Background: an optimization exercise with open tools, aiming at a short achievable clock period and few clock cycles. Do not read the settings as production practice.
Only simulation tests tie the RTL to the original design; equivalence was not proved.
Power and IR drop assume default switching activity.

==> design/flow/design.v <==
module ljt_core(
    input         clock,
    input         reset,
    output [63:0] imem_addr,
    input  [31:0] imem_rdata,
    output [63:0] dmem_addr,
    output        dmem_ren,
    input  [63:0] dmem_rdata,
    output        dmem_wen,
    output [7:0]  dmem_wstrb,
    output [63:0] dmem_wdata,
    output        commit_valid,
    output [63:0] commit_pc,
    output [31:0] commit_inst,
    output        commit_rd_wen,
    output [4:0]  commit_rd,
    output [63:0] commit_rd_wdata
);
localparam [63:0] PC_START = 64'h0000_0000_8000_0000;
localparam BTB_N   = 32;      
localparam BTB_IB  = 5;       
localparam BTB_TB  = 12;      
localparam BIM_IB  = 8;       
reg  [63:0] pc_f;
reg         d_valid;
reg  [31:0] d_inst;
reg  [63:0] d_pc;
reg  [63:0] d_npc;
reg  [1:0]  d_ctr;
reg         e_valid;
reg  [63:0] e_pc;
reg  [31:0] e_inst;
reg  [63:0] e_npc;
reg  [63:0] e_a, e_b, e_sd;
reg         e_ls;                        
reg         e_op_add, e_op_sub, e_op_addw, e_op_subw;
reg         e_op_sll, e_op_srl, e_op_sra, e_op_sllw, e_op_srlw, e_op_sraw;
reg         e_op_slt, e_op_sltu, e_op_xor, e_op_or, e_op_and, e_op_passb, e_op_link;
reg         e_is_load, e_is_store, e_is_br, e_is_jalr, e_is_ret, e_is_call;
reg  [2:0]  e_f3;
reg         e_wen;
reg  [4:0]  e_rd;
reg  [1:0]  e_ctr;
reg  [63:0] e_btarget, e_pc4;
reg         m_valid;
reg  [63:0] m_pc;
reg  [31:0] m_inst;
reg  [63:0] m_res;
reg         m_ren, m_wr;
reg  [7:0]  m_wstrb;
reg  [63:0] m_wdata;
reg  [2:0]  m_f3;
reg         m_wen;
reg  [4:0]  m_rd;
reg         w_valid;
reg  [63:0] w_pc;
reg  [31:0] w_inst;
reg  [63:0] w_data;
reg         w_wen;
reg  [4:0]  w_rd;
reg                 btb_v   [0:BTB_N-1];
reg  [BTB_TB-1:0]   btb_tag [0:BTB_N-1];
reg  [31:1]         btb_t   [0:BTB_N-1];
reg  [1:0]          bim     [0:(1<<BIM_IB)-1];
reg  [63:0]         ras0, ras1, ras2, ras3;
reg                 rst_q;
reg  [63:0] rf [0:31];
wire [BTB_IB-1:0] f_bi   = pc_f[BTB_IB+1:2];
wire [BTB_TB-1:0] f_tag  = pc_f[BTB_TB+BTB_IB+1:BTB_IB+2];
wire              f_hit  = btb_v[f_bi] && (btb_tag[f_bi] == f_tag);
wire [1:0]        f_ctr  = bim[pc_f[BIM_IB+1:2]];
wire [63:0]       f_btgt = {pc_f[63:32], btb_t[f_bi], 1'b0};
wire [63:0]       f_pc4  = pc_f + 64'd4;
wire [63:0]       f_ras  = (e_valid & e_is_call) ? e_pc4 : ras0;
wire [31:0]       fi     = imem_rdata;
wire              f_jal  = (fi[6:0] == 7'b1101111);
wire              f_br   = (fi[6:0] == 7'b1100011);
wire              f_jalr = (fi[6:0] == 7'b1100111);
wire              f_ret  = f_jalr & ((fi[19:15] == 5'd1) | (fi[19:15] == 5'd5)) &
                           ~((fi[11:7] == 5'd1) | (fi[11:7] == 5'd5));
wire              f_take = f_jal | (f_br & f_ctr[1]) | (f_jalr & ~f_ret);
wire [63:0]       f_npc  = f_ret ? f_ras : ((f_take & f_hit) ? f_btgt : f_pc4);
wire [6:0] d_opc = d_inst[6:0];
wire [4:0] d_rd  = d_inst[11:7];
wire [2:0] d_f3  = d_inst[14:12];
wire [4:0] d_rs1 = d_inst[19:15];
wire [4:0] d_rs2 = d_inst[24:20];
wire       d_f7b5 = d_inst[30];
wire d_lui   = (d_opc == 7'b0110111);
wire d_auipc = (d_opc == 7'b0010111);
wire d_jal   = (d_opc == 7'b1101111);
wire d_jalr  = (d_opc == 7'b1100111);
wire d_br    = (d_opc == 7'b1100011);
wire d_load  = (d_opc == 7'b0000011);
wire d_store = (d_opc == 7'b0100011);
wire d_opi   = (d_opc == 7'b0010011);
wire d_opiw  = (d_opc == 7'b0011011);
wire d_opr   = (d_opc == 7'b0110011);
wire d_oprw  = (d_opc == 7'b0111011);
wire [63:0] d_immi = {{52{d_inst[31]}}, d_inst[31:20]};
wire [63:0] d_imms = {{52{d_inst[31]}}, d_inst[31:25], d_inst[11:7]};
wire [63:0] d_immb = {{52{d_inst[31]}}, d_inst[7], d_inst[30:25], d_inst[11:8], 1'b0};
wire [63:0] d_immu = {{32{d_inst[31]}}, d_inst[31:12], 12'd0};
wire [63:0] d_immj = {{44{d_inst[31]}}, d_inst[19:12], d_inst[20], d_inst[30:21], 1'b0};
wire d_uses_rs1 = d_jalr | d_br | d_load | d_store | d_opi | d_opiw | d_opr | d_oprw;
wire d_uses_rs2 = d_br | d_store | d_opr | d_oprw;
wire d_b_is_rs2 = d_br | d_opr | d_oprw;
wire d_writes   = d_lui | d_auipc | d_jal | d_jalr | d_load | d_opi | d_opiw | d_opr | d_oprw;
wire d_is_link_rd  = (d_rd  == 5'd1) || (d_rd  == 5'd5);
wire d_is_link_rs1 = (d_rs1 == 5'd1) || (d_rs1 == 5'd5);
wire d_call  = (d_jal | d_jalr) & d_is_link_rd;
wire d_ret   = d_jalr & d_is_link_rs1 & ~d_is_link_rd;
wire [2:0] f3 = d_f3;
wire d_alu_r  = d_opr;
wire d_alu_i  = d_opi;
wire d_op_add  = d_load | d_store | (d_alu_i & f3 == 3'd0) | (d_alu_r & f3 == 3'd0 & ~d_f7b5);
wire d_op_sub  = d_alu_r & f3 == 3'd0 & d_f7b5;
wire d_op_addw = (d_opiw & f3 == 3'd0) | (d_oprw & f3 == 3'd0 & ~d_f7b5);
wire d_op_subw = d_oprw & f3 == 3'd0 & d_f7b5;
wire d_op_sll  = (d_alu_i | d_alu_r) & f3 == 3'd1;
wire d_op_srl  = (d_alu_i | d_alu_r) & f3 == 3'd5 & ~d_f7b5;
wire d_op_sra  = (d_alu_i | d_alu_r) & f3 == 3'd5 & d_f7b5;
wire d_op_sllw = (d_opiw | d_oprw) & f3 == 3'd1;
wire d_op_srlw = (d_opiw | d_oprw) & f3 == 3'd5 & ~d_f7b5;
wire d_op_sraw = (d_opiw | d_oprw) & f3 == 3'd5 & d_f7b5;
wire d_op_slt  = (d_alu_i | d_alu_r) & f3 == 3'd2;
wire d_op_sltu = (d_alu_i | d_alu_r) & f3 == 3'd3;
wire d_op_xor  = (d_alu_i | d_alu_r) & f3 == 3'd4;
wire d_op_or   = (d_alu_i | d_alu_r) & f3 == 3'd6;
wire d_op_and  = (d_alu_i | d_alu_r) & f3 == 3'd7;
wire d_op_passb = d_lui | d_auipc;
wire d_op_link  = d_jal | d_jalr;
wire w_fwd = w_valid & w_wen & (w_rd != 5'd0);
wire [63:0] d_rf1 = (d_rs1 == 5'd0) ? 64'd0 : rf[d_rs1];
wire [63:0] d_rf2 = (d_rs2 == 5'd0) ? 64'd0 : rf[d_rs2];
wire [63:0] d_r1  = (w_fwd && w_rd == d_rs1) ? w_data : d_rf1;
wire [63:0] d_r2  = (w_fwd && w_rd == d_rs2) ? w_data : d_rf2;
wire        d_take   = d_jal | (d_br & d_ctr[1]);
wire [63:0] d_off    = d_jal ? d_immj : d_immb;
wire [63:0] d_tgt    = d_pc + d_off;
wire [63:0] d_cx     = d_pc ^ d_off ^ d_npc;
wire [63:0] d_cco    = (d_pc & d_off) | ((d_pc ^ d_off) & d_cx);
wire        d_npc_ok = ~d_cx[0] & (d_cx[63:1] == d_cco[62:0]);
wire        d_redirect = d_valid & d_take & ~d_npc_ok & ~stall;
wire [63:0] d_auipc_v   = d_pc + d_immu;
wire [63:0] d_pc4       = d_pc + 64'd4;
wire d_sel_imms = d_store;
wire d_sel_immi = d_load | d_opi | d_opiw | d_jalr;
wire [63:0] d_b_other = ({64{d_auipc}}    & d_auipc_v)
                      | ({64{d_lui}}      & d_immu)
                      | ({64{d_sel_imms}} & d_imms)
                      | ({64{d_sel_immi}} & d_immi);
wire e_fwdable = e_valid & e_wen & (e_rd != 5'd0) & ~e_is_load;
wire m_fwdable = m_valid & m_wen & (m_rd != 5'd0);
wire e_ldfwd = e_valid & e_is_load & (e_rd != 5'd0);
wire d_s_l = d_store & e_ldfwd & (e_rd == d_rs2);
wire d_a_e = d_uses_rs1 & e_fwdable & (e_rd == d_rs1);
wire d_a_m = d_uses_rs1 & m_fwdable & (m_rd == d_rs1);
wire d_b_e = d_b_is_rs2 & e_fwdable & (e_rd == d_rs2);
wire d_b_m = d_b_is_rs2 & m_fwdable & (m_rd == d_rs2);
wire d_s_e = d_store & e_fwdable & (e_rd == d_rs2);
wire d_s_m = d_store & m_fwdable & (m_rd == d_rs2);
wire stall = d_valid & e_ldfwd &
             ((d_uses_rs1 & (e_rd == d_rs1)) | (d_b_is_rs2 & (e_rd == d_rs2)));
wire [63:0] m_sh = dmem_rdata >> {m_res[2:0], 3'b000};
reg  [63:0] m_ld;
always @(*) begin
    case (m_f3)
        3'd0: m_ld = {{56{m_sh[7]}},  m_sh[7:0]};
        3'd1: m_ld = {{48{m_sh[15]}}, m_sh[15:0]};
        3'd2: m_ld = {{32{m_sh[31]}}, m_sh[31:0]};
        3'd4: m_ld = {56'd0, m_sh[7:0]};
        3'd5: m_ld = {48'd0, m_sh[15:0]};
        3'd6: m_ld = {32'd0, m_sh[31:0]};
        default: m_ld = m_sh;
    endcase
end
wire [63:0] m_fin = m_ren ? m_ld : m_res;
wire [63:0] ea = e_a;
wire [63:0] eb = e_b;
wire [63:0] es = e_ls ? m_ld : e_sd;
wire [63:0] e_sum  = ea + eb;
wire [64:0] e_dif65 = {1'b0, ea} - {1'b0, eb};
wire [63:0] e_dif  = e_dif65[63:0];
wire        e_ltu  = e_dif65[64];
wire        e_lts  = (ea[63] ^ eb[63]) ? ea[63] : e_dif65[63];
wire        b_lts  = e_lts;
wire        b_ltu  = e_ltu;
wire        b_eq   = (ea == eb);
wire [5:0]  e_sh   = eb[5:0];
wire [63:0] e_sll  = ea << e_sh;
wire [63:0] e_srl  = ea >> e_sh;
wire [63:0] e_sra  = $signed(ea) >>> e_sh;
wire [31:0] e_sllw = ea[31:0] << eb[4:0];
wire [31:0] e_srlw = ea[31:0] >> eb[4:0];
wire [31:0] e_sraw = $signed(ea[31:0]) >>> eb[4:0];
wire [63:0] e_res =
      ({64{e_op_add}}   & e_sum)
    | ({64{e_op_sub}}   & e_dif)
    | ({64{e_op_addw}}  & {{32{e_sum[31]}}, e_sum[31:0]})
    | ({64{e_op_subw}}  & {{32{e_dif[31]}}, e_dif[31:0]})
    | ({64{e_op_sll}}   & e_sll)
    | ({64{e_op_srl}}   & e_srl)
    | ({64{e_op_sra}}   & e_sra)
    | ({64{e_op_sllw}}  & {{32{e_sllw[31]}}, e_sllw})
    | ({64{e_op_srlw}}  & {{32{e_srlw[31]}}, e_srlw})
    | ({64{e_op_sraw}}  & {{32{e_sraw[31]}}, e_sraw})
    | {63'd0, (e_op_slt & e_lts) | (e_op_sltu & e_ltu)}
    | ({64{e_op_xor}}   & (ea ^ eb))
    | ({64{e_op_or}}    & (ea | eb))
    | ({64{e_op_and}}   & (ea & eb))
    | ({64{e_op_passb}} & eb)
    | ({64{e_op_link}}  & e_pc4);
reg e_taken;
always @(*) begin
    case (e_f3)
        3'd0: e_taken = b_eq;
        3'd1: e_taken = ~b_eq;
        3'd4: e_taken = b_lts;
        3'd5: e_taken = ~b_lts;
        3'd6: e_taken = b_ltu;
        3'd7: e_taken = ~b_ltu;
        default: e_taken = 1'b0;
    endcase
end
wire [63:0] e_jt   = {e_npc[63:1], ea[0] ^ eb[0]};
wire [63:0] e_cx   = ea ^ eb ^ e_jt;
wire [63:0] e_cco  = (ea & eb) | ((ea ^ eb) & e_cx);
wire        e_jalr_ok = (e_cx[63:1] == e_cco[62:0]);
wire [63:0] e_jtarget = {e_sum[63:1], 1'b0};
wire e_br_wrong   = e_is_br & (e_taken != e_ctr[1]);
wire e_jalr_wrong = e_is_jalr & ~e_jalr_ok;
wire e_redirect   = e_valid & (e_br_wrong | e_jalr_wrong);
wire [63:0] e_target = e_is_jalr ? e_jtarget : (e_ctr[1] ? e_pc4 : e_btarget);
wire [2:0]  e_off   = ea[2:0] + eb[2:0];
wire [7:0]  e_smask = (e_f3[1:0] == 2'd0) ? 8'h01 :
                      (e_f3[1:0] == 2'd1) ? 8'h03 :
                      (e_f3[1:0] == 2'd2) ? 8'h0f : 8'hff;
wire [7:0]  e_wstrb = e_smask << e_off;
wire [63:0] e_wdata = es << {e_off, 3'b000};
wire [63:0] pc_next = e_redirect ? e_target : d_redirect ? d_tgt : stall ? pc_f : f_npc;
always @(posedge clock or posedge reset) begin
    if (reset) begin
        pc_f    <= PC_START;
        d_valid <= 1'b0;
        e_valid <= 1'b0;
        m_valid <= 1'b0;
        m_ren   <= 1'b0;
        m_wr    <= 1'b0;
        w_valid <= 1'b0;
    end else begin
        pc_f <= pc_next;
        if (e_redirect)      d_valid <= 1'b0;
        else if (!stall)     d_valid <= ~d_redirect;
        e_valid <= d_valid & ~stall & ~e_redirect;
        m_valid <= e_valid;
        m_ren   <= e_valid & e_is_load;
        m_wr    <= e_valid & e_is_store;
        w_valid <= m_valid;
    end
end
always @(posedge clock) begin
    if (!stall) begin
        d_inst <= imem_rdata;
        d_pc   <= pc_f;
        d_npc  <= f_npc;
        d_ctr  <= f_ctr;
    end
    e_pc      <= d_pc;
    e_inst    <= d_inst;
    e_npc     <= d_npc;
    e_a       <= d_a_e ? e_res : d_a_m ? m_fin : d_r1;
    e_b       <= d_b_e ? e_res : d_b_m ? m_fin : (d_b_is_rs2 ? d_r2 : d_b_other);
    e_sd      <= d_s_e ? e_res : d_s_m ? m_fin : d_r2;
    e_ls      <= d_s_l;
    e_op_add  <= d_op_add;
    e_op_sub  <= d_op_sub;
    e_op_addw <= d_op_addw;
    e_op_subw <= d_op_subw;
    e_op_sll  <= d_op_sll;
    e_op_srl  <= d_op_srl;
    e_op_sra  <= d_op_sra;
    e_op_sllw <= d_op_sllw;
    e_op_srlw <= d_op_srlw;
    e_op_sraw <= d_op_sraw;
    e_op_slt  <= d_op_slt;
    e_op_sltu <= d_op_sltu;
    e_op_xor  <= d_op_xor;
    e_op_or   <= d_op_or;
    e_op_and  <= d_op_and;
    e_op_passb <= d_op_passb;
    e_op_link <= d_op_link;
    e_is_load <= d_load;
    e_is_store <= d_store;
    e_is_br   <= d_br;
    e_is_jalr <= d_jalr;
    e_is_ret  <= d_ret;
    e_is_call <= d_call;
    e_f3      <= d_f3;
    e_wen     <= d_writes;
    e_rd      <= d_rd;
    e_ctr     <= d_ctr;
    e_btarget <= d_tgt;
    e_pc4     <= d_pc4;
    m_pc    <= e_pc;
    m_inst  <= e_inst;
    m_res   <= e_res;
    m_wstrb <= e_wstrb;
    m_wdata <= e_wdata;
    m_f3    <= e_f3;
    m_wen   <= e_wen;
    m_rd    <= e_rd;
    w_pc   <= m_pc;
    w_inst <= m_inst;
    w_data <= m_fin;
    w_wen  <= m_wen;
    w_rd   <= m_rd;
    if (w_valid && w_wen && w_rd != 5'd0)
        rf[w_rd] <= w_data;
end
always @(posedge clock) rst_q <= reset;
wire e_upd_br   = e_valid & e_is_br;
wire e_btb_jr   = e_valid & e_is_jalr & ~e_is_ret & ~e_jalr_ok;
wire e_btb_br   = e_valid & e_is_br & e_taken & ~e_ctr[1];
wire d_btb_wr   = d_redirect & ~e_redirect;
reg                 u_btb;
reg  [BTB_IB-1:0]   u_bi;
reg  [BTB_TB-1:0]   u_tag;
reg  [31:1]         u_t;
reg                 u_bim;
reg  [BIM_IB-1:0]   u_bimi;
reg  [1:0]          u_ctr;
always @(posedge clock) begin
    u_btb  <= (e_btb_jr | e_btb_br | d_btb_wr) & ~rst_q;
    u_bi   <= (e_btb_jr | e_btb_br) ? e_pc[BTB_IB+1:2] : d_pc[BTB_IB+1:2];
    u_tag  <= (e_btb_jr | e_btb_br) ? e_pc[BTB_TB+BTB_IB+1:BTB_IB+2] : d_pc[BTB_TB+BTB_IB+1:BTB_IB+2];
    u_t    <= (e_btb_jr | e_btb_br) ? (e_is_jalr ? e_jtarget[31:1] : e_btarget[31:1]) : d_tgt[31:1];
    u_bim  <= e_upd_br & ~rst_q;
    u_bimi <= e_pc[BIM_IB+1:2];
    u_ctr  <= e_taken ? ((e_ctr == 2'b11) ? 2'b11 : e_ctr + 2'b01)
                      : ((e_ctr == 2'b00) ? 2'b00 : e_ctr - 2'b01);
end
integer i;
always @(posedge clock) begin
    if (rst_q) begin
        for (i = 0; i < BTB_N; i = i + 1) btb_v[i] <= 1'b0;
        for (i = 0; i < (1<<BIM_IB); i = i + 1) bim[i] <= 2'b01;
    end else begin
        if (u_btb)
            btb_v[u_bi] <= 1'b1;
        if (u_bim)
            bim[u_bimi] <= u_ctr;
    end
end
always @(posedge clock) begin
    if (u_btb) begin
        btb_tag[u_bi] <= u_tag;
        btb_t[u_bi]   <= u_t;
    end
end
wire e_push = e_valid & e_is_call;
wire e_pop  = e_valid & e_is_ret;
always @(posedge clock) begin
    if (rst_q) begin
        ras0 <= 64'd0; ras1 <= 64'd0; ras2 <= 64'd0; ras3 <= 64'd0;
    end else if (e_push & e_pop) begin
        ras0 <= e_pc4;
    end else if (e_push) begin
        ras0 <= e_pc4; ras1 <= ras0; ras2 <= ras1; ras3 <= ras2;
    end else if (e_pop) begin
        ras0 <= ras1; ras1 <= ras2; ras2 <= ras3;
    end
end
reg  [63:0] o_pc;
reg  [63:0] o_daddr;
reg         o_ren;
reg         o_cvalid;
reg  [63:0] o_cdata;
reg         o_cwen;
reg  [4:0]  o_crd;
always @(posedge clock) begin
    o_pc     <= reset ? PC_START : pc_next;
    if (e_valid & (e_is_load | e_is_store))
        o_daddr <= e_res;
    o_ren    <= e_valid & e_is_load;
    o_cvalid <= reset ? 1'b0 : m_valid;
    if (m_valid) begin
        o_cdata <= m_fin;
        o_cwen  <= m_wen;
        o_crd   <= m_rd;
    end
end
assign imem_addr  = o_pc;
assign dmem_addr  = o_daddr;
assign dmem_ren   = o_ren;
assign dmem_wen   = m_wr;
assign dmem_wstrb = m_wstrb;
assign dmem_wdata = m_wdata;
assign commit_valid    = o_cvalid;
assign commit_pc       = w_pc;
assign commit_inst     = w_inst;
assign commit_rd_wen   = o_cwen;
assign commit_rd       = o_crd;
assign commit_rd_wdata = o_cdata;
endmodule
==> design/flow/flow/run.sh <==
#!/bin/bash
set -o pipefail
bash standard.sh SETUP_SLACK_MARGIN=8.5 finish > standard_flow.log 2>&1
==> design/flow/standard.sh <==
#!/bin/bash
# synth_recipe.tcl (not shown) runs the flow's synth.tcl, then flattens the netlist and writes it again
# the make line also repeats each setting of config.mk as NAME=value (left out here)
make -C /OpenROAD-flow-scripts/flow DESIGN_CONFIG=/design/flow/config.mk WORK_HOME=/design/flow/orfs CLKGATE_MAP_FILE= SYNTH_SCRIPT=/design/flow/synth_recipe.tcl "${@:-finish}"
==> design/flow/config.mk <==
export PLATFORM = sky130hd
export DESIGN_NAME = ljt_core
export DESIGN_NICKNAME = ljt_core
export VERILOG_FILES = /design/flow/design.v
export SDC_FILE = /design/flow/constraint.sdc
export NUM_CORES = 4
export LEC_CHECK = 0
export CAP_MARGIN = 20
export CELL_PAD_IN_SITES_DETAIL_PLACEMENT = 1
export CELL_PAD_IN_SITES_GLOBAL_PLACEMENT = 1
export CORE_MARGIN = 2
export CORE_UTILIZATION = 45
export PLACE_DENSITY = 0.55
export SLEW_MARGIN = 20
==> design/flow/constraint.sdc <==
create_clock -name core_clock -period 13.0 [get_ports {clock}]
set_input_delay 2.6000 -clock core_clock [delete_from_list [all_inputs] [get_ports {clock}]]
set_output_delay 2.6000 -clock core_clock [all_outputs]
set_load 0.01 [all_outputs]
==> impl_metrics.csv, run 1 <==
group,metric,value,unit
clocking,clkLatencyLatePin,1.15,ns
yosys,ys_ff_latch,5616,
die,start_util,45.1,%
setup_path,cp_slowest_stage_delay,0.52,ns
yosys,synth_edf_count,4232,
sta,worst_pin_slew,1.51,ns
cells_and_area,final_util,54.2,%
yosys,synthArstFlopShare,1.25,%
cells_and_area,ff_latch_area,156000,µm²
sta,post-route-period-util,42.8,%
routing,ant_nets,0,
sta,maxSlewViolCount,4,
cells_and_area,fillers,55800,
yosys,synth_cells,18900,
hold_path,hp-class,"reg -> reg",
run_status,status,"failed layout checks",
global_route,grt_pass1_wl,1680000,µm
clocking,cts_root_buf,"clkbuf_16",
power,vdd_drop_max,0.000175,V
die,core_area,589000,µm²
yosys,synthTopCellsByArea,"edfxtp_1 (48%), mux4_2 (16%), dfxtp_1 (9.9%)",
global_route,antenna_found_initial,151,
sta,clock.fmax,180,MHz
power,p_total,60.7,mW
yosys,syn_area_per_cell,14.0,µm²
setup_path,crit_path_max_fanout,4,
setup_path,cp-end-kind,"register",
clocking,cts.sinks,5616,
clocking,cts_buffers,616,
routing,via_per_inst,6.80,
sta,period_needed,5.57,ns
yosys,synth_area_leader_cell,"edfxtp_1",
die,num_rows,282,
global_route,grt_pass1_vias,188000,
setup_path,arrival,6.61,ns
clocking,htree_levels,6,
place,place_congestion,1.08,
clocking,cts_tree,"built",
die,die_h,772,µm
sta,max_slew_margin,-1.59,%
clocking,cts_hold_buf,0,
routing,drt_wl_total,1270000,µm
yosys,yosysTopAreaCellShare,47.9,%
flow_run,max_cap_violations,1,
power,power_density,190,nW/µm²
setup_path,crit_path_frequent_cell,"buf_6",
die,die_w,772,µm
die,dieArea,596000,µm²
routing,drc,0,
routing,drtPass1Iterations,6,
run_status,violatedChecks,"capacitance limit, slew limit",
sta,clock_skew,0.0664,ns
routing,drt_iter0_markers,27100,
yosys,yosys_most_used_dff,"edfxtp_1",
sta,hold_viol_final,0,
sta,rsz0062_at_grt,"yes",
cells_and_area,multiInputGateArea,112000,µm²
clocking,cts_max_path_buffers,4,
setup_path,critPathSlowestCell,"or4_4",
global_route,grt_max_degree,181,
routing,wl_per_cell,44.4,µm
yosys,syn_area,266000,µm²
sta,setup_tns,0,ns
setup_path,worstPathRequired,14.04,ns
sta,holdWs,0.321,ns
clocking,clkTransAtPathRegs,0.07,ns
power,p_leak,110,nW
cells_and_area,area_growth,20.3,%
die,io_pins,467,
global_route,overflow,0,
cells_and_area,drive_gt1_share,29.4,%
cells_and_area,finalNetCount,20600,
sta,setup_violations,0,
yosys,yosysUniqueCellTypes,106,
place,io_buffers,466,
yosys,synth_seq_area_share,58.4,%
setup_path,cp-start-kind,"register",
yosys,ys_warn_count,1,
global_route,grt_usage,41.5,%
setup_path,path_class,"reg -> reg",
place,dp_hpwl,844000,µm
routing,vias,194000,
-- cells in the mapped netlist, types with 35 or more instances --
cell,n
o21ai_0,612
a222oi_1,35
a21o_1,324
nand2b_1,51
nand3_1,187
and2_1,49
o221ai_1,44
xor2_1,152
o22ai_1,62
fa_1,128
and3_1,82
edfxtp_1,4232
dfxtp_1,1314
mux4_2,1934
a21boi_0,58
nand4_1,113
nor4_1,79
a221oi_1,128
o2111ai_1,41
nand2_1,1514
or3_1,44
dfrtp_1,69
nor2b_1,48
nor2_1,1801
buf_1,265
o21bai_1,150
mux2i_1,525
o21a_1,52
a22oi_1,103
xnor2_1,316
a221o_1,38
a31oi_1,68
a21oi_1,1197
buf_2,90
inv_1,467
clkbuf_1,1045
a211oi_1,152
ha_1,297
a311oi_1,143
nor3_1,183
mux2_2,172
o211ai_1,96
-- report_power, final --
group	switching [mW]	internal (mW)	total (mW)
clock	7.78	9.84	17.6
combinational	11.8	6.91	18.7
sequential	2.82	21.5	24.3
total	22.4	38.2	60.7
-- final timing paths --
kind	startpoint	end	slack, ns	depth (start not counted)
worst max-delay path	e_a[16]	o_pc[0]	7.43	29
worst min-delay path	m_pc[53]	w_pc[53]	0.32	0
worst max register to register	e_a[16]	o_pc[0]	7.43	29
worst min register to register	m_pc[53]	w_pc[53]	0.32	0
max in group asynchronous	reset	m_ren	9.95	3
min in group asynchronous	reset	pc_f[3]	1.84	2
-- what timing repair did --
action	CTS	global route
resized for setup	1940	500
cloned	71	11
endpoints found under the setup margin	1728	549
pin swaps	232	183
buffers inserted	413	192
-- registers in the layout, summed over array words and instances (netlist names), 384 cells and up, named ones only --
signal / cells
rf: 2048
btb_t: 992
bim: 512
btb_tag: 384
-- cells in the final DEF (no fill, tap or decap), drive strengths merged, types with 266 or more instances in the layout --
cell type,netlist,routed
nor2,1802,1802
xnor2,316,316
inv,471,486
buf,381,1389
nand2,1516,1516
a21oi,1197,1197
mux4,1934,1934
clkbuf,1045,820
ha,297,297
edfxtp,4232,4232
a21o,324,324
dfxtp,1314,1314
o21ai,616,617
mux2i,525,525
dlygate4sd2,0,266
-- cells by family after synthesis --
family | synth area share [%]
AO/OA/AOI/OAI | 8.88
XOR/XNOR | 1.54
adder cells (fa/ha/maj) | 2.37
buffers and inverters | 2.80
flip-flops | 58.4
multiplexers | 19.1
other | 0.00141
AND/OR/NAND/NOR | 6.87
-- layer usage --
metal	wire [µm]	vias to the layer above	track usage, %
met3	145000	2664	12.2
li1	-	75800	-
met1	488000	103000	55.9
met2	537000	12200	59.1
met5	572	-	0
met4	95800	60	25.4
-- critical path: cells and delay by family, from the launching register on --
| family | cells | cell delay [ns] |
|---|---|---|
| compound gates | 11 | 1.91 |
| xor+xnor | 1 | 0.12 |
| fa+ha+maj | 2 | 0.64 |
| buf+inv | 8 | 1.03 |
| flops | 1 | 0.33 |
| simple gates | 7 | 1.45 |
-- stage by stage --
step,worst slack (ns),cells,cell area [µm²]
floorplan,7.52,19000,268000
global placement,4.15,26600,284000
detailed placement,4.02,26600,284000
CTS,7.67,28200,315000
global route,7.43,28400,319000
finish,7.43,28500,319000
-- layout make-up --
cell class	count	area share (%)
Clock buffer	797	5.17
Clock inverter	333	1.05
Tap cell	7810	3.06
Timing Repair Buffer	1863	6.10
Multi-Input combinational cell	11500	35.2
Antenna cell	102	0.0799
Inverter	482	0.616
Sequential cell	5616	48.7
Testbench counts, summed over its fixed seeds: cycles 188,115.
==> inputs of run 2 (changes only) <==
--- a/design/flow/design.v
+++ b/design/flow/design.v
@@ -20,5 +20,5 @@
 localparam BTB_N   = 32;      
 localparam BTB_IB  = 5;       
-localparam BTB_TB  = 12;      
+localparam BTB_TB  = 8;       
 localparam BIM_IB  = 8;       
 reg  [63:0] pc_f;
@@ -28,8 +28,17 @@
 reg  [63:0] d_npc;
 reg  [1:0]  d_ctr;
+reg         d_take;      
+reg         d_hit;       
+reg         d_bad_q;     
+reg  [63:0] d_tgt_q;
+reg  [63:0] d_off;       
 reg         e_valid;
+reg         r_red;        
+reg  [63:0] r_tgt;
+wire        e_live = e_valid & ~r_red;    
 reg  [63:0] e_pc;
 reg  [31:0] e_inst;
-reg  [63:0] e_npc;
+reg  [63:1] e_jc0, e_jc1;    
+reg         e_imm0, e_npc0;
 reg  [63:0] e_a, e_b, e_sd;
 reg         e_ls;                        
@@ -42,4 +51,5 @@
 reg  [4:0]  e_rd;
 reg  [1:0]  e_ctr;
+reg         e_m_eq, e_m_ne, e_m_lt, e_m_ge, e_m_ltu, e_m_geu;   
 reg  [63:0] e_btarget, e_pc4;
 reg         m_valid;
@@ -72,5 +82,5 @@
 wire [63:0]       f_btgt = {pc_f[63:32], btb_t[f_bi], 1'b0};
 wire [63:0]       f_pc4  = pc_f + 64'd4;
-wire [63:0]       f_ras  = (e_valid & e_is_call) ? e_pc4 : ras0;
+wire [63:0]       f_ras  = (e_live & e_is_call) ? e_pc4 : ras0;
 wire [31:0]       fi     = imem_rdata;
 wire              f_jal  = (fi[6:0] == 7'b1101111);
@@ -80,5 +90,4 @@
                            ~((fi[11:7] == 5'd1) | (fi[11:7] == 5'd5));
 wire              f_take = f_jal | (f_br & f_ctr[1]) | (f_jalr & ~f_ret);
-wire [63:0]       f_npc  = f_ret ? f_ras : ((f_take & f_hit) ? f_btgt : f_pc4);
 wire [6:0] d_opc = d_inst[6:0];
 wire [4:0] d_rd  = d_inst[11:7];
@@ -136,11 +145,12 @@
 wire [63:0] d_r1  = (w_fwd && w_rd == d_rs1) ? w_data : d_rf1;
 wire [63:0] d_r2  = (w_fwd && w_rd == d_rs2) ? w_data : d_rf2;
-wire        d_take   = d_jal | (d_br & d_ctr[1]);
-wire [63:0] d_off    = d_jal ? d_immj : d_immb;
 wire [63:0] d_tgt    = d_pc + d_off;
 wire [63:0] d_cx     = d_pc ^ d_off ^ d_npc;
 wire [63:0] d_cco    = (d_pc & d_off) | ((d_pc ^ d_off) & d_cx);
 wire        d_npc_ok = ~d_cx[0] & (d_cx[63:1] == d_cco[62:0]);
-wire        d_redirect = d_valid & d_take & ~d_npc_ok & ~stall;
+wire        d_redirect = d_valid & d_take & ~d_hit & ~stall & ~d_bad_q & ~r_red;
+wire        d_bad      = d_valid & d_take &  d_hit & ~d_npc_ok & ~stall & ~d_bad_q & ~r_red;
+wire [63:1] d_jc0 = d_npc[63:1] - d_immi[63:1];
+wire [63:1] d_jc1 = d_npc[63:1] + ~d_immi[63:1];      
 wire [63:0] d_auipc_v   = d_pc + d_immu;
 wire [63:0] d_pc4       = d_pc + 64'd4;
@@ -151,7 +161,7 @@
                       | ({64{d_sel_imms}} & d_imms)
                       | ({64{d_sel_immi}} & d_immi);
-wire e_fwdable = e_valid & e_wen & (e_rd != 5'd0) & ~e_is_load;
+wire e_fwdable = e_live & e_wen & (e_rd != 5'd0) & ~e_is_load;
 wire m_fwdable = m_valid & m_wen & (m_rd != 5'd0);
-wire e_ldfwd = e_valid & e_is_load & (e_rd != 5'd0);
+wire e_ldfwd = e_live & e_is_load & (e_rd != 5'd0);
 wire d_s_l = d_store & e_ldfwd & (e_rd == d_rs2);
 wire d_a_e = d_uses_rs1 & e_fwdable & (e_rd == d_rs1);
@@ -181,8 +191,7 @@
 wire [63:0] es = e_ls ? m_ld : e_sd;
 wire [63:0] e_sum  = ea + eb;
-wire [64:0] e_dif65 = {1'b0, ea} - {1'b0, eb};
-wire [63:0] e_dif  = e_dif65[63:0];
-wire        e_ltu  = e_dif65[64];
-wire        e_lts  = (ea[63] ^ eb[63]) ? ea[63] : e_dif65[63];
+wire [63:0] e_dif  = ea - eb;
+wire        e_lts  = $signed(ea) < $signed(eb);
+wire        e_ltu  = ea < eb;
 wire        b_lts  = e_lts;
 wire        b_ltu  = e_ltu;
@@ -195,10 +204,6 @@
 wire [31:0] e_srlw = ea[31:0] >> eb[4:0];
 wire [31:0] e_sraw = $signed(ea[31:0]) >>> eb[4:0];
-wire [63:0] e_res =
-      ({64{e_op_add}}   & e_sum)
-    | ({64{e_op_sub}}   & e_dif)
-    | ({64{e_op_addw}}  & {{32{e_sum[31]}}, e_sum[31:0]})
-    | ({64{e_op_subw}}  & {{32{e_dif[31]}}, e_dif[31:0]})
-    | ({64{e_op_sll}}   & e_sll)
+wire [63:0] e_res_fast =
+      ({64{e_op_sll}}   & e_sll)
     | ({64{e_op_srl}}   & e_srl)
     | ({64{e_op_sra}}   & e_sra)
@@ -212,4 +217,15 @@
     | ({64{e_op_passb}} & eb)
     | ({64{e_op_link}}  & e_pc4);
+wire        e_sel_sum_lo = e_op_add | e_op_addw;
+wire        e_sel_dif_lo = e_op_sub | e_op_subw;
+wire [63:0] e_res;
+assign e_res[31:0]  = ({32{e_sel_sum_lo}} & e_sum[31:0])
+                    | ({32{e_sel_dif_lo}} & e_dif[31:0])
+                    | e_res_fast[31:0];
+assign e_res[63:32] = ({32{e_op_add}}  & e_sum[63:32])
+                    | ({32{e_op_sub}}  & e_dif[63:32])
+                    | ({32{e_op_addw & e_sum[31]}})
+                    | ({32{e_op_subw & e_dif[31]}})
+                    | e_res_fast[63:32];
 reg e_taken;
 always @(*) begin
@@ -224,12 +240,11 @@
     endcase
 end
-wire [63:0] e_jt   = {e_npc[63:1], ea[0] ^ eb[0]};
-wire [63:0] e_cx   = ea ^ eb ^ e_jt;
-wire [63:0] e_cco  = (ea & eb) | ((ea ^ eb) & e_cx);
-wire        e_jalr_ok = (e_cx[63:1] == e_cco[62:0]);
+wire        e_jalr_ok = ~e_npc0 & ((ea[0] & e_imm0) ? (ea[63:1] == e_jc1) : (ea[63:1] == e_jc0));
 wire [63:0] e_jtarget = {e_sum[63:1], 1'b0};
-wire e_br_wrong   = e_is_br & (e_taken != e_ctr[1]);
+wire e_br_wrong   = (e_m_eq & b_eq)   | (e_m_ne & ~b_eq)
+                  | (e_m_lt & b_lts)  | (e_m_ge & ~b_lts)
+                  | (e_m_ltu & b_ltu) | (e_m_geu & ~b_ltu);
 wire e_jalr_wrong = e_is_jalr & ~e_jalr_ok;
-wire e_redirect   = e_valid & (e_br_wrong | e_jalr_wrong);
+wire e_redirect   = e_live & (e_br_wrong | e_jalr_wrong);
 wire [63:0] e_target = e_is_jalr ? e_jtarget : (e_ctr[1] ? e_pc4 : e_btarget);
 wire [2:0]  e_off   = ea[2:0] + eb[2:0];
@@ -239,5 +254,8 @@
 wire [7:0]  e_wstrb = e_smask << e_off;
 wire [63:0] e_wdata = es << {e_off, 3'b000};
-wire [63:0] pc_next = e_redirect ? e_target : d_redirect ? d_tgt : stall ? pc_f : f_npc;
+wire        f_sel_btb = ~stall & ~d_redirect & ~f_ret & f_take & f_hit;
+wire [63:0] pc_other  = d_redirect ? d_tgt : stall ? pc_f : f_ret ? f_ras : f_pc4;
+wire [63:0] pc_nr     = f_sel_btb ? f_btgt : pc_other;
+wire [63:0] pc_next   = r_red ? r_tgt : d_bad_q ? d_tgt_q : pc_nr;
 always @(posedge clock or posedge reset) begin
     if (reset) begin
@@ -245,4 +263,6 @@
         d_valid <= 1'b0;
         e_valid <= 1'b0;
+        r_red   <= 1'b0;
+        d_bad_q <= 1'b0;
         m_valid <= 1'b0;
         m_ren   <= 1'b0;
@@ -251,10 +271,12 @@
     end else begin
         pc_f <= pc_next;
-        if (e_redirect)      d_valid <= 1'b0;
+        d_bad_q <= d_bad & ~e_redirect;
+        if (r_red | d_bad_q) d_valid <= 1'b0;
         else if (!stall)     d_valid <= ~d_redirect;
-        e_valid <= d_valid & ~stall & ~e_redirect;
-        m_valid <= e_valid;
-        m_ren   <= e_valid & e_is_load;
-        m_wr    <= e_valid & e_is_store;
+        e_valid <= d_valid & ~stall & ~r_red & ~d_bad_q;
+        r_red   <= e_redirect;
+        m_valid <= e_live;
+        m_ren   <= e_live & e_is_load;
+        m_wr    <= e_live & e_is_store;
         w_valid <= m_valid;
     end
@@ -264,10 +286,19 @@
         d_inst <= imem_rdata;
         d_pc   <= pc_f;
-        d_npc  <= f_npc;
+        d_npc  <= pc_nr;
+        d_hit  <= f_hit;
         d_ctr  <= f_ctr;
+        d_take <= f_jal | (f_br & f_ctr[1]);
+        d_off  <= f_jal ? {{44{fi[31]}}, fi[19:12], fi[20], fi[30:21], 1'b0}
+                        : {{52{fi[31]}}, fi[7], fi[30:25], fi[11:8], 1'b0};
     end
     e_pc      <= d_pc;
     e_inst    <= d_inst;
-    e_npc     <= d_npc;
+    e_jc0     <= d_jc0;
+    e_jc1     <= d_jc1;
+    e_imm0    <= d_immi[0];
+    e_npc0    <= d_npc[0];
+    d_tgt_q   <= d_tgt;
+    r_tgt     <= e_target;
     e_a       <= d_a_e ? e_res : d_a_m ? m_fin : d_r1;
     e_b       <= d_b_e ? e_res : d_b_m ? m_fin : (d_b_is_rs2 ? d_r2 : d_b_other);
@@ -301,4 +332,10 @@
     e_rd      <= d_rd;
     e_ctr     <= d_ctr;
+    e_m_eq    <= d_br & (((d_f3 == 3'd0) & ~d_ctr[1]) | ((d_f3 == 3'd1) &  d_ctr[1]));
+    e_m_ne    <= d_br & (((d_f3 == 3'd0) &  d_ctr[1]) | ((d_f3 == 3'd1) & ~d_ctr[1]));
+    e_m_lt    <= d_br & (((d_f3 == 3'd4) & ~d_ctr[1]) | ((d_f3 == 3'd5) &  d_ctr[1]));
+    e_m_ge    <= d_br & (((d_f3 == 3'd4) &  d_ctr[1]) | ((d_f3 == 3'd5) & ~d_ctr[1]));
+    e_m_ltu   <= d_br & (((d_f3 == 3'd6) & ~d_ctr[1]) | ((d_f3 == 3'd7) &  d_ctr[1]));
+    e_m_geu   <= d_br & (((d_f3 == 3'd6) &  d_ctr[1]) | ((d_f3 == 3'd7) & ~d_ctr[1]));
     e_btarget <= d_tgt;
     e_pc4     <= d_pc4;
@@ -320,25 +357,32 @@
 end
 always @(posedge clock) rst_q <= reset;
-wire e_upd_br   = e_valid & e_is_br;
-wire e_btb_jr   = e_valid & e_is_jalr & ~e_is_ret & ~e_jalr_ok;
-wire e_btb_br   = e_valid & e_is_br & e_taken & ~e_ctr[1];
-wire d_btb_wr   = d_redirect & ~e_redirect;
-reg                 u_btb;
-reg  [BTB_IB-1:0]   u_bi;
-reg  [BTB_TB-1:0]   u_tag;
-reg  [31:1]         u_t;
-reg                 u_bim;
-reg  [BIM_IB-1:0]   u_bimi;
-reg  [1:0]          u_ctr;
+wire e_upd_br   = e_live & e_is_br;
+reg                 q_ebr, q_taken, q_ejr, q_jok, q_dwr, q_ered;
+reg  [1:0]          q_ctr;
+reg  [63:0]         q_epc, q_dpc;
+reg  [31:1]         q_etgt, q_dtgt;
 always @(posedge clock) begin
-    u_btb  <= (e_btb_jr | e_btb_br | d_btb_wr) & ~rst_q;
-    u_bi   <= (e_btb_jr | e_btb_br) ? e_pc[BTB_IB+1:2] : d_pc[BTB_IB+1:2];
-    u_tag  <= (e_btb_jr | e_btb_br) ? e_pc[BTB_TB+BTB_IB+1:BTB_IB+2] : d_pc[BTB_TB+BTB_IB+1:BTB_IB+2];
-    u_t    <= (e_btb_jr | e_btb_br) ? (e_is_jalr ? e_jtarget[31:1] : e_btarget[31:1]) : d_tgt[31:1];
-    u_bim  <= e_upd_br & ~rst_q;
-    u_bimi <= e_pc[BIM_IB+1:2];
-    u_ctr  <= e_taken ? ((e_ctr == 2'b11) ? 2'b11 : e_ctr + 2'b01)
-                      : ((e_ctr == 2'b00) ? 2'b00 : e_ctr - 2'b01);
+    q_ebr   <= e_live & e_is_br & ~rst_q;
+    q_taken <= e_taken;
+    q_ctr   <= e_ctr;
+    q_ejr   <= e_live & e_is_jalr & ~e_is_ret & ~rst_q;
+    q_jok   <= e_jalr_ok;
+    q_epc   <= e_pc;
+    q_etgt  <= e_is_jalr ? e_jtarget[31:1] : e_btarget[31:1];
+    q_dwr   <= (d_redirect | d_bad) & ~rst_q;
+    q_ered  <= e_redirect;
+    q_dpc   <= d_pc;
+    q_dtgt  <= d_tgt[31:1];
 end
+wire q_e_wr = (q_ejr & ~q_jok) | (q_ebr & q_taken & ~q_ctr[1]);
+wire q_d_wr = q_dwr & ~q_ered;
+wire              u_btb = q_e_wr | q_d_wr;
+wire [BTB_IB-1:0] u_bi  = q_e_wr ? q_epc[BTB_IB+1:2] : q_dpc[BTB_IB+1:2];
+wire [BTB_TB-1:0] u_tag = q_e_wr ? q_epc[BTB_TB+BTB_IB+1:BTB_IB+2] : q_dpc[BTB_TB+BTB_IB+1:BTB_IB+2];
+wire [31:1]       u_t   = q_e_wr ? q_etgt : q_dtgt;
+wire              u_bim  = q_ebr;
+wire [BIM_IB-1:0] u_bimi = q_epc[BIM_IB+1:2];
+wire [1:0]        u_ctr  = q_taken ? ((q_ctr == 2'b11) ? 2'b11 : q_ctr + 2'b01)
+                                   : ((q_ctr == 2'b00) ? 2'b00 : q_ctr - 2'b01);
 integer i;
 always @(posedge clock) begin
@@ -359,6 +403,6 @@
     end
 end
-wire e_push = e_valid & e_is_call;
-wire e_pop  = e_valid & e_is_ret;
+wire e_push = e_live & e_is_call;
+wire e_pop  = e_live & e_is_ret;
 always @(posedge clock) begin
     if (rst_q) begin
@@ -381,13 +425,10 @@
 always @(posedge clock) begin
     o_pc     <= reset ? PC_START : pc_next;
-    if (e_valid & (e_is_load | e_is_store))
-        o_daddr <= e_res;
-    o_ren    <= e_valid & e_is_load;
+    o_daddr  <= e_sum & {64{e_live & (e_is_load | e_is_store)}};
+    o_ren    <= e_live & e_is_load;
     o_cvalid <= reset ? 1'b0 : m_valid;
-    if (m_valid) begin
-        o_cdata <= m_fin;
-        o_cwen  <= m_wen;
-        o_crd   <= m_rd;
-    end
+    o_cdata  <= m_fin & {64{m_valid}};
+    o_cwen   <= m_wen & m_valid;
+    o_crd    <= m_rd & {5{m_valid}};
 end
 assign imem_addr  = o_pc;
==> design/flow/flow/run.sh (replaced) <==
#!/bin/bash
set -o pipefail
bash standard.sh SETUP_SLACK_MARGIN=8.6 finish > standard_flow.log 2>&1
==> design/flow/config.mk (replaced) <==
export PLATFORM = sky130hd
export DESIGN_NAME = ljt_core
export DESIGN_NICKNAME = ljt_core
export VERILOG_FILES = /design/flow/design.v
export SDC_FILE = /design/flow/constraint.sdc
export NUM_CORES = 4
export LEC_CHECK = 0
export CAP_MARGIN = 35
export CELL_PAD_IN_SITES_DETAIL_PLACEMENT = 1
export CELL_PAD_IN_SITES_GLOBAL_PLACEMENT = 1
export CORE_MARGIN = 2
export CORE_UTILIZATION = 50
export PLACE_DENSITY = 0.6
export SLEW_MARGIN = 35
==> run 2 against run 1 <==
- non-clock buffer count decreased by 254
- register-to-register slack improved by 0.93 ns
- the run now finishes clean
- design area decreased by 0.82%
- count of clock-buffer cells in the layout unchanged
- largest power group unchanged
- flip-flop and latch count increased by 10
- routed wire length decreased by 1.8%
- core utilization increased by 4.7 points
- fmax increased by 20%
- synthesized area increased by 1.6%
- clock power about the same
==> impl_metrics.csv, run 2 <==
group,metric,value,unit
global_route,grt_max_degree,180,
yosys,yosysUniqueCellTypes,114,
yosys,synth_top_family_by_area,"multiplexers",
yosys,syn_area_per_cell,13.4,µm²
sta,max_slew_margin,18.8,%
cells_and_area,finalNetCount,21300,
die,io_pins,467,
yosys,synth_compound_gate_area_share,9.65,%
cells_and_area,largest_register,"rf",
yosys,yosys_most_used_dff,"edfxtp_1",
setup_path,cp-end-kind,"register",
sta,setup_violations,0,
die,start_util,50.2,%
sta,maxSlewViolCount,0,
cells_and_area,final_common_cell,"edfxtp_1",
cells_and_area,fillers,50800,
global_route,use_met3,15.1,%
setup_path,crit_path_max_fanout,17,
clocking,cts_root_buf,"clkbuf_16",
die,num_rows,269,
place,dp_hpwl,832000,µm
setup_path,cp-start-kind,"register",
yosys,ys_top_cells_by_count,"edfxtp_1 (3985), mux4_2 (1922), dfxtp_1 (1569)",
clocking,cts_max_path_buffers,4,
sta,rsz0062_at_grt,"yes",
hold_path,hold_path.startpoint,"m_inst[30]",
clocking,clkLatencyLatePin,1.16,ns
setup_path,crit_start,"pc_f[4]",
yosys,synth_area_leader_cell,"edfxtp_1",
yosys,yosysTopAreaCellShare,44.4,%
place,io_buffers,466,
sta,worst_pin_slew,1.21,ns
setup_path,worstPathRequired,14.00,ns
routing,ant_nets,0,
global_route,use_met1,58.5,%
yosys,syn_area,270000,µm²
routing,drt_wl_total,1240000,µm
global_route,top_usage_layer,"met2",
clocking,clkTransAtPathRegs,0.06,ns
yosys,synthTopCellsByArea,"edfxtp_1 (44%), mux4_2 (16%), dfxtp_1 (12%)",
cells_and_area,drive_gt1_share,25.6,%
run_status,status,"no timing/DRC/antenna violations",
routing,vias,202000,
yosys,synth_seq_area_share,56.7,%
yosys,ys_ff_latch,5626,
clocking,cts_tree,"built",
setup_path,arrival,5.64,ns
yosys,muxShareOfSynthArea,19.0,%
sta,period_needed,4.64,ns
sta,holdWs,0.299,ns
yosys,synth-simple-area-share,7.86,%
clocking,htree_levels,6,
cells_and_area,final_util,59.0,%
place,dp_slack,5.54,ns
setup_path,path_class,"reg -> reg",
power,vdd_drop_max,0.000193,V
yosys,synth_cells,20100,
routing,drt_iter0_markers,32000,
global_route,antenna_found_initial,149,
sta,setup_tns,0,ns
cells_and_area,final_cell_mix,"edfxtp_1 (3985), mux4_2 (1922), dfxtp_1 (1421)",
yosys,ys_warn_count,1,
routing,drtPass1Iterations,9,
routing,wl_per_cell,43.6,µm
sta,hold_viol_final,0,
yosys,synthAdderAreaFrac,2.09,%
sta,fin_ws,8.36,ns
routing,drc,0,
power,p_leak,110,nW
clocking,cts_buffers,601,
place,place_congestion,1.08,
cells_and_area,area_growth,17.5,%
die,dieArea,545000,µm²
hold_path,hp-class,"reg -> reg",
global_route,grt_pass1_wl,1670000,µm
flow_run,max_cap_violations,0,
global_route,grt_usage,44.4,%
die,core_area,537000,µm²
die,die_w,738,µm
cells_and_area,largest_reg_flops,2048,
routing,via_per_inst,7.09,
power,power_density,194,nW/µm²
yosys,synth.most_common_cell,"edfxtp_1",
clocking,cts.sinks,5626,
yosys,synth-xor-area-share,1.66,%
sta,clock_skew,0.0831,ns
yosys,synth_edf_count,3985,
clocking,cts_hold_buf,0,
global_route,grtUsageMet2,63.0,%
global_route,grt_pass1_vias,197000,
setup_path,reg2reg_from,"pc_f[4]",
global_route,overflow,0,
sta,clock.fmax,216,MHz
sta,post-route-period-util,35.7,%
yosys,synthArstFlopShare,1.28,%
cells_and_area,reg_top3,"rf (2048), btb_t (992), bim (512)",
die,die_h,738,µm
==> run 2: cells by family after synthesis <==
kind of cell | Yosys count
muxes | 2704
and+or+nand+nor | 4715
xor gates and xnor gates | 511
adders and majority gates | 411
other | 1
DFF | 5626
buffers and inverters | 2097
AOI/OAI and AO/OA | 3993
==> run 2: repair_timing <==
| action | 4_1_cts | 5_1_grt |
|---|---|---|
| setup buffers | 184 | 184 |
| endpoints found under the setup margin | 2240 | 657 |
| cloned | 32 | 17 |
| endpoints found under the hold margin | 0 | 0 |
| pin swaps | 86 | 123 |
| gates resized for setup | 1313 | 532 |
==> run 2: final cells by class <==
| type | count | area [µm²] | area share [%] |
|---|---|---|---|
| inverter | 524 | 2090 | 0.660 |
| multi-input combinational | 12400 | 116000 | 36.6 |
| timing repair buffer | 1609 | 16600 | 5.23 |
| clock inverter | 306 | 3330 | 1.05 |
| antenna | 71 | 178 | 0.0561 |
| sequential | 5626 | 153000 | 48.4 |
| clock buffer | 797 | 16500 | 5.20 |
| tap | 7181 | 8980 | 2.84 |
==> run 2: metal layers <==
metal	share of wire, %	up-vias	routed length (µm)
met2	42	14700	523000
li1	-	79100	-
met5	0.033	-	407
met4	7.9	60	98100
met1	36	105000	453000
met3	14	3010	168000
==> run 2: through the flow <==
stage	cells	power (mW)	instance area [µm²]
after floorplan	20100	33.1	271000
after global routing	28500	62.6	317000
after global placement	26900	41.7	286000
final	28500	61.4	317000
after CTS	28200	60.0	312000
after detailed placement	26900	42.0	287000
==> run 2: where the power goes <==
part | total, mW | internal [mW] | switching [mW]
clock network | 17.5 | 9.76 | 7.72
logic | 19.8 | 6.94 | 12.8
registers | 24.2 | 21.7 | 2.43
==> run 2: path summary, 6_finish.rpt <==
kind	to	slack, ns	depth (start not counted)
setup / recovery	o_pc[44]	8.36	17
hold / removal	w_inst[30]	0.30	0
setup reg to reg	o_pc[44]	8.36	17
hold reg to reg	w_inst[30]	0.30	0
max in group asynchronous	pc_f[44]	9.58	3
min in group asynchronous	pc_f[11]	2.20	2
==> run 2: critical path, stage by stage (launching register included) <==
cell,delay (ns)
dfrtp_4,0.56
buf_4,0.21
buf_4,0.21
nor2_2,0.26
buf_8,0.32
a22o_1,0.25
a211o_1,0.18
a32oi_4,0.15
a2111oi_4,0.39
buf_6,0.24
a31oi_4,0.12
o21ai_4,0.12
buf_6,0.15
buf_4,0.11
nor3b_4,0.48
o21ai_1,0.13
a21bo_2,0.25
a311oi_1,0.28
Testbench counts of run 2, summed over its fixed seeds: cycles 190,354.
==> inputs of run 3 (changes only) <==
--- a/design/flow/design.v
+++ b/design/flow/design.v
@@ -76,8 +76,9 @@
 reg                 rst_q;
 reg  [63:0] rf [0:31];
-wire [BTB_IB-1:0] f_bi   = pc_f[BTB_IB+1:2];
-wire [BTB_TB-1:0] f_tag  = pc_f[BTB_TB+BTB_IB+1:BTB_IB+2];
+reg  [14:2]       f_lk;
+wire [BTB_IB-1:0] f_bi   = f_lk[BTB_IB+1:2];
+wire [BTB_TB-1:0] f_tag  = f_lk[BTB_TB+BTB_IB+1:BTB_IB+2];
 wire              f_hit  = btb_v[f_bi] && (btb_tag[f_bi] == f_tag);
-wire [1:0]        f_ctr  = bim[pc_f[BIM_IB+1:2]];
+wire [1:0]        f_ctr  = bim[f_lk[BIM_IB+1:2]];
 wire [63:0]       f_btgt = {pc_f[63:32], btb_t[f_bi], 1'b0};
 wire [63:0]       f_pc4  = pc_f + 64'd4;
@@ -242,9 +243,13 @@
 wire        e_jalr_ok = ~e_npc0 & ((ea[0] & e_imm0) ? (ea[63:1] == e_jc1) : (ea[63:1] == e_jc0));
 wire [63:0] e_jtarget = {e_sum[63:1], 1'b0};
-wire e_br_wrong   = (e_m_eq & b_eq)   | (e_m_ne & ~b_eq)
-                  | (e_m_lt & b_lts)  | (e_m_ge & ~b_lts)
+wire e_br_fast    = (e_m_eq & b_eq)   | (e_m_ne & ~b_eq);
+wire e_br_slow    = (e_m_lt & b_lts)  | (e_m_ge & ~b_lts)
                   | (e_m_ltu & b_ltu) | (e_m_geu & ~b_ltu);
+wire e_br_wrong   = e_br_fast | e_br_slow;
 wire e_jalr_wrong = e_is_jalr & ~e_jalr_ok;
 wire e_redirect   = e_live & (e_br_wrong | e_jalr_wrong);
+wire e_red_fast   = e_live & e_br_fast;
+wire e_red_slow   = e_live & (e_br_slow | e_jalr_wrong);
+wire [63:0] e_btgt_sel = e_ctr[1] ? e_pc4 : e_btarget;
 wire [63:0] e_target = e_is_jalr ? e_jtarget : (e_ctr[1] ? e_pc4 : e_btarget);
 wire [2:0]  e_off   = ea[2:0] + eb[2:0];
@@ -257,5 +262,5 @@
 wire [63:0] pc_other  = d_redirect ? d_tgt : stall ? pc_f : f_ret ? f_ras : f_pc4;
 wire [63:0] pc_nr     = f_sel_btb ? f_btgt : pc_other;
-wire [63:0] pc_next   = r_red ? r_tgt : d_bad_q ? d_tgt_q : pc_nr;
+wire [63:0] pc_next   = e_red_fast ? e_btgt_sel : r_red ? r_tgt : d_bad_q ? d_tgt_q : pc_nr;
 always @(posedge clock or posedge reset) begin
     if (reset) begin
@@ -272,8 +277,8 @@
         pc_f <= pc_next;
         d_bad_q <= d_bad & ~e_redirect;
-        if (r_red | d_bad_q) d_valid <= 1'b0;
+        if (r_red | d_bad_q | e_red_fast) d_valid <= 1'b0;
         else if (!stall)     d_valid <= ~d_redirect;
-        e_valid <= d_valid & ~stall & ~r_red & ~d_bad_q;
-        r_red   <= e_redirect;
+        e_valid <= d_valid & ~stall & ~r_red & ~d_bad_q & ~e_red_fast;
+        r_red   <= e_red_slow;
         m_valid <= e_live;
         m_ren   <= e_live & e_is_load;
@@ -425,4 +430,5 @@
 always @(posedge clock) begin
     o_pc     <= reset ? PC_START : pc_next;
+    f_lk     <= reset ? PC_START[14:2] : pc_next[14:2];
     o_daddr  <= e_sum & {64{e_live & (e_is_load | e_is_store)}};
     o_ren    <= e_live & e_is_load;
==> run 3 against run 2 <==
- design area increased by 1.1%
- die area about the same
- critical path depth decreased by 8
- critical path type unchanged
- critical endpoint is now e_b[2]
==> impl_metrics.csv, run 3 <==
group,metric,value,unit
run_status,status,"no timing/DRC/antenna violations",
routing,drt_iter0_markers,32200,
global_route,grt_pass1_vias,200000,
yosys,synth_edf_count,3985,
setup_path,cp-start-kind,"register",
place,place_area,287000,µm²
global_route,antenna_found_initial,157,
cells_and_area,reg_top3,"rf (2048), btb_t (992), bim (512)",
setup_path,worstPathRequired,13.92,ns
yosys,yosysTopAreaCellShare,44.3,%
sta,clock_skew,0.0913,ns
sta,max_slew_margin,22.4,%
sta,hold_viol_final,0,
clocking,cts_hold_buf,0,
setup_path,regToRegSetupSlack,8.36,ns
yosys,ys_top_cells_by_count,"edfxtp_1 (3985), mux4_2 (1901), dfxtp_1 (1569)",
die,num_rows,269,
yosys,synthTopCellsByArea,"edfxtp_1 (44%), mux4_2 (16%), dfxtp_1 (12%)",
sta,setup_violations,0,
clocking,cts_buffers,601,
place,io_buffers,466,
cells_and_area,fin_cells,28700,
setup_path,r2r_end,"e_b[2]",
sta,setup_tns,0,ns
flow_run,max_cap_violations,0,
place,place_congestion,1.08,
clocking,htree_levels,6,
setup_path,crit_path_max_fanout,25,
setup_path,reg2reg_depth,9,
routing,ant_nets,0,
setup_path,endpoint,"e_b[2]",
place,dp_hpwl,845000,µm
routing,drtPass1Iterations,9,
place,placed_cells,26900,
cells_and_area,final_cell_mix,"edfxtp_1 (3985), mux4_2 (1902), nor2_1 (1414)",
yosys,syn_area_per_cell,13.5,µm²
power,power_density,188,nW/µm²
cells_and_area,area_growth,18.6,%
setup_path,path_class,"reg -> reg",
routing,drt_wl_total,1260000,µm
yosys,syn_area,270000,µm²
power,p_leak,109,nW
yosys,synth_seq_area_share,56.6,%
cells_and_area,final_common_cell,"edfxtp_1",
sta,maxSlewViolCount,0,
power,vdd_drop_max,0.000167,V
global_route,overflow,0,
power,power.internal,37.9,mW
power,power_switching,22.1,mW
die,core_area,537000,µm²
yosys,yosys_most_used_dff,"edfxtp_1",
routing,vias,205000,
die,start_util,50.3,%
power,p_sw_share,36.8,%
clocking,cts_max_path_buffers,4,
die,dieArea,546000,µm²
yosys,ys_ff_latch,5626,
yosys,ys_warn_count,1,
hold_path,hp-class,"reg -> reg",
yosys,synthArstFlopShare,1.28,%
power,pwr-share-seq,39.7,%
cells_and_area,fillers,50600,
sta,clock.fmax,215,MHz
die,die_h,739,µm
routing,drc,0,
sta,worst_pin_slew,1.16,ns
yosys,yosysUniqueCellTypes,110,
sta,period_needed,4.64,ns
global_route,grt_max_degree,192,
cells_and_area,multiInputGateArea,117000,µm²
power,combPwrFrac,30.9,%
clocking,cts.sinks,5626,
sta,post-route-period-util,35.7,%
clocking,cts_root_buf,"clkbuf_16",
sta,rsz0062_at_grt,"yes",
routing,via_per_inst,7.14,
global_route,grt_pass1_wl,1700000,µm
place,dp_slack,5.36,ns
global_route,grt_usage,44.9,%
die,die_w,739,µm
power,power.share.clock,29.4,%
cells_and_area,final_area,320000,µm²
setup_path,cp-end-kind,"register",
setup_path,arrival,5.56,ns
yosys,synth_cells,20100,
cells_and_area,largest_register,"rf",
cells_and_area,largest_reg_flops,2048,
die,io_pins,467,
cells_and_area,ff_latch_area,153000,µm²
yosys,synth_area_leader_cell,"edfxtp_1",
sta,fin_ws,8.36,ns
yosys,synth.most_common_cell,"edfxtp_1",
cells_and_area,drive_gt1_share,27.5,%
cells_and_area,finalNetCount,21400,
clocking,cts_tree,"built",
clocking,clkLatencyLatePin,1.15,ns
cells_and_area,final_util,59.6,%
routing,wl_per_cell,44.1,µm
clocking,clkTransAtPathRegs,0.07,ns
[run 3: changes by cell type after synthesis, moves of 29 or more]
cell      delta
mux2i_1     -61
nand3_1     -32
a211oi_1    -71
a221oi_1    +36
o211ai_1    -29
mux2_2     +128
a21o_1     -303
nor2b_1     -40
o21bai_1   +202
a21oi_1    +110
[run 3: logic make-up (layout without fill, tap and decap cells)]
group | Yosys count | count (layout) | share of synthesized area (%)
other | 1 | 151 | 0.00139
flip-flops | 5626 | 5626 | 56.6
adder cells (fa/ha/maj) | 411 | 411 | 2.09
XOR/XNOR | 517 | 517 | 1.68
buffers and inverters | 2097 | 3400 | 3.04
AO/OA/AOI/OAI | 3992 | 3994 | 9.58
AND/OR/NAND/NOR | 4666 | 4667 | 7.75
multiplexers | 2758 | 2758 | 19.2
[run 3: cell type report]
cell class / instances / share of cell area, %
Timing Repair Buffer: 1776 / 5.86
Clock buffer: 823 / 5.23
Tap cell: 7181 / 2.81
Inverter: 522 / 0.672
Multi-Input combinational cell: 12400 / 36.5
Timing Repair inverter: 2 / 0.00625
Sequential cell: 5626 / 47.9
Antenna cell: 87 / 0.0680
Clock inverter: 277 / 0.978
[run 3: worst min-delay path by stage]
stage          cells after the start        from          to  slack (ns)
2_1_floorplan                      0   e_inst[0]   m_inst[0]        0.31
3_3_place_gp                       0    m_pc[15]    w_pc[15]        0.31
3_5_place_dp                       0    m_pc[27]    w_pc[27]        0.31
4_1_cts                            0  m_inst[23]  w_inst[23]        0.32
5_1_grt                            0    e_pc[62]    m_pc[62]        0.33
6_report                           0   e_inst[5]   m_inst[5]        0.32
[run 3: power groups by stage]
stage / clock network (mW) / registers, mW / logic (mW)
final: 17.6 / 23.9 / 18.6
after global routing: 18.3 / 23.8 / 19.0
after CTS: 17.7 / 23.7 / 17.3
after detailed placement: 0 / 24.2 / 16.2
after global placement: 0 / 24.2 / 15.8
after floorplan: 0 / 22.7 / 9.14
[run 3: layer usage]
metal	global-route usage [%]	vias up	part of all wire, %	wire, µm
met1	59.9	107000	37	463000
li1	-	79600	-	-
met4	28.1	102	8.0	101000
met5	0	-	0.072	909
met3	13.9	3350	13	168000
met2	64.1	15200	42	532000
[run 3: metrics by stage]
| stage | hold slack, ns | power, mW |
|---|---|---|
| 5_1_grt | 0.329 | 61.1 |
| 3_5_place_dp | 0.313 | 40.3 |
| 6_report | 0.318 | 60.1 |
| 2_1_floorplan | 0.310 | 31.9 |
| 4_1_cts | 0.319 | 58.6 |
| 3_3_place_gp | 0.310 | 40.0 |
[run 3: what timing repair did]
action,CTS,global route
pin swaps,116,168
buffers inserted,312,183
resized for setup,1758,552
cloned,46,20
endpoints found under the setup margin,1208,435
[run 3: worst max-delay path, cell delays in order (launching register included)]
cell	delay (ns)
dfxtp_4	0.84
buf_4	0.63
buf_6	0.49
mux4_2	0.35
mux2i_1	0.18
o21ai_2	0.61
a21oi_1	0.19
a21oi_1	0.42
a21oi_1	0.07
o21ai_0	0.57
Testbench counts of run 3, summed over its fixed seeds: cycles 188,895.
==> inputs of run 4 (changes only) <==
==> design/flow/flow/run.sh (replaced) <==
#!/bin/bash
set -o pipefail
bash standard.sh SETUP_SLACK_MARGIN=8.8 finish > standard_flow.log 2>&1
==> run 4 against run 3 <==
- worst setup slack improved by 0.030 ns
- synthesized area is the same
- design area grew 1.1%
- first-iteration DRC count fell by 1.6%
- non-clock buffer count grew 139
- sequential share of layout area down 0.47 points
- flip-flop and latch count unchanged
- largest power group unchanged
==> impl_metrics.csv, run 4 <==
group,metric,value,unit
clocking,clkTransAtPathRegs,0.06,ns
yosys,synth_top_family_by_area,"multiplexers",
power,vdd_drop_max,0.000184,V
die,start_util,50.3,%
sta,post-route-period-util,35.5,%
sta,rsz0062_at_grt,"yes",
routing,wl_per_cell,44.7,µm
setup_path,cp-start-kind,"input port",
die,num_rows,269,
cells_and_area,finalNetCount,21600,
setup_path,endpoint,"o_pc[36]",
sta,hold_viol_final,0,
yosys,ys_top_cells_by_count,"edfxtp_1 (3985), mux4_2 (1901), dfxtp_1 (1569)",
routing,drc,0,
yosys,synthAdderAreaFrac,2.09,%
global_route,grt_max_degree,187,
yosys,yosysTopAreaCellShare,44.3,%
global_route,overflow,0,
routing,drt_wl_total,1290000,µm
yosys,synth.most_common_cell,"edfxtp_1",
sta,setup_violations,0,
clocking,cts_buffers,600,
cells_and_area,area_growth,20.0,%
cells_and_area,largest_reg_flops,2048,
routing,vias,208000,
clocking,cts_hold_buf,0,
hold_path,hp-class,"reg -> reg",
power,p_sw_share,37.1,%
die,io_pins,467,
sta,setup_tns,0,ns
clocking,cts.sinks,5626,
power,power.share.clock,29.0,%
setup_path,path_class,"in -> reg",
sta,clock.fmax,217,MHz
yosys,synth-xor-area-share,1.68,%
yosys,yosysUniqueCellTypes,110,
cells_and_area,reg_top3,"rf (2048), btb_t (992), bim (512)",
clocking,clkLatencyLatePin,1.14,ns
run_status,status,"no timing/DRC/antenna violations",
yosys,ys_warn_count,1,
sta,period_needed,4.61,ns
cells_and_area,final_util,60.3,%
cells_and_area,final_common_cell,"edfxtp_1",
yosys,muxShareOfSynthArea,19.2,%
cells_and_area,largest_register,"rf",
yosys,syn_area,270000,µm²
routing,drt_iter0_markers,31700,
die,core_area,537000,µm²
sta,fin_ws,8.39,ns
yosys,synth_cells,20100,
power,power.internal,38.1,mW
setup_path,r2r_end,"e_b[21]",
place,dp_slack,5.42,ns
yosys,syn_area_per_cell,13.5,µm²
setup_path,cp-end-kind,"register",
yosys,synth_area_leader_cell,"edfxtp_1",
setup_path,regToRegSetupSlack,8.40,ns
setup_path,arrival,5.60,ns
yosys,synthTopCellsByArea,"edfxtp_1 (44%), mux4_2 (16%), dfxtp_1 (12%)",
sta,max_slew_margin,18.8,%
global_route,grt_usage,45.9,%
die,dieArea,546000,µm²
clocking,cts_max_path_buffers,4,
routing,ant_nets,0,
place,dp_hpwl,860000,µm
yosys,synth_seq_area_share,56.6,%
global_route,grt_pass1_vias,203000,
yosys,yosys_most_used_dff,"edfxtp_1",
yosys,ys_ff_latch,5626,
cells_and_area,final_cell_mix,"edfxtp_1 (3985), mux4_2 (1904), nor2_1 (1391)",
setup_path,cp_slowest_stage_delay,0.55,ns
==> run 4: cell counts after synthesis <==
No cell type changed its count.
==> run 4: power by group through the flow <==
stage                     clock network (mW)  logic (mW)  registers (mW)
final                                   17.6        19.1            23.9
after global routing                    18.2        19.5            23.8
after CTS                               17.6        17.9            23.7
after detailed placement                   0        16.3            24.1
after global placement                     0        16.0            24.1
after floorplan                            0        9.18            22.7
==> run 4: layer usage <==
layer	vias to the layer above	share of wire (%)	global-route usage [%]
met4	66	8.3	30.3
met2	16100	42	65.7
met5	-	0.046	0
met3	3796	14	15.5
li1	79900	-	-
met1	108000	36	59.6
==> run 4: through the flow <==
step	power [mW]	instances	hold WS, ns	instance area (µm²)
2_1_floorplan	31.9	20100	0.310	272000
3_3_place_gp	40.1	26900	0.311	286000
3_5_place_dp	40.4	26900	0.313	288000
4_1_cts	59.1	28500	0.291	318000
5_1_grt	61.5	28800	0.296	324000
6_report	60.6	28800	0.292	324000
==> run 4: worst min path at each step <==
| stage | start | end | depth (start not counted) |
|---|---|---|---|
| after floorplan | e_inst[0] | m_inst[0] | 0 |
| final | m_inst[23] | w_inst[23] | 0 |
| after global placement | m_inst[27] | w_inst[27] | 0 |
| after CTS | m_inst[23] | w_inst[23] | 0 |
| after global routing | e_pc[62] | m_pc[62] | 0 |
| after detailed placement | e_inst[29] | m_inst[29] | 0 |
==> run 4: timing repair <==
item | 4_1_cts | 5_1_grt
gates resized for setup | 3266 | 696
pin swaps | 206 | 228
cloned | 63 | 13
setup buffers | 427 | 198
endpoints found under the setup margin | 1545 | 611
==> run 4: logic make-up (layout without fill, tap and decap cells) <==
kind of cell / count (synthesis) / in the layout
other: 1 / 168
multiplexers: 2758 / 2758
flip-flops: 5626 / 5626
adder cells (fa/ha/maj): 411 / 411
XOR/XNOR: 517 / 517
buffers and inverters: 2097 / 3527
AO/OA/AOI/OAI: 3992 / 3993
AND/OR/NAND/NOR: 4666 / 4667
==> run 4: worst max-delay path, delay by kind of cell <==
kind,cells,cell delay (ns)
AO/OA/AOI/OAI,4,0.66
buffers and inverters,8,1.17
AND/OR/NAND/NOR,5,1.13
==> run 4: layout make-up <==
cell class / count / area, µm²
Antenna cell: 104 / 260
Clock buffer: 802 / 16700
Multi-Input combinational cell: 12400 / 119000
Inverter: 522 / 2160
Tap cell: 7181 / 8980
Clock inverter: 287 / 3120
Fill cell: 50300 / 213000
Timing Repair inverter: 1 / 16.3
Timing Repair Buffer: 1915 / 20400
Sequential cell: 5626 / 154000
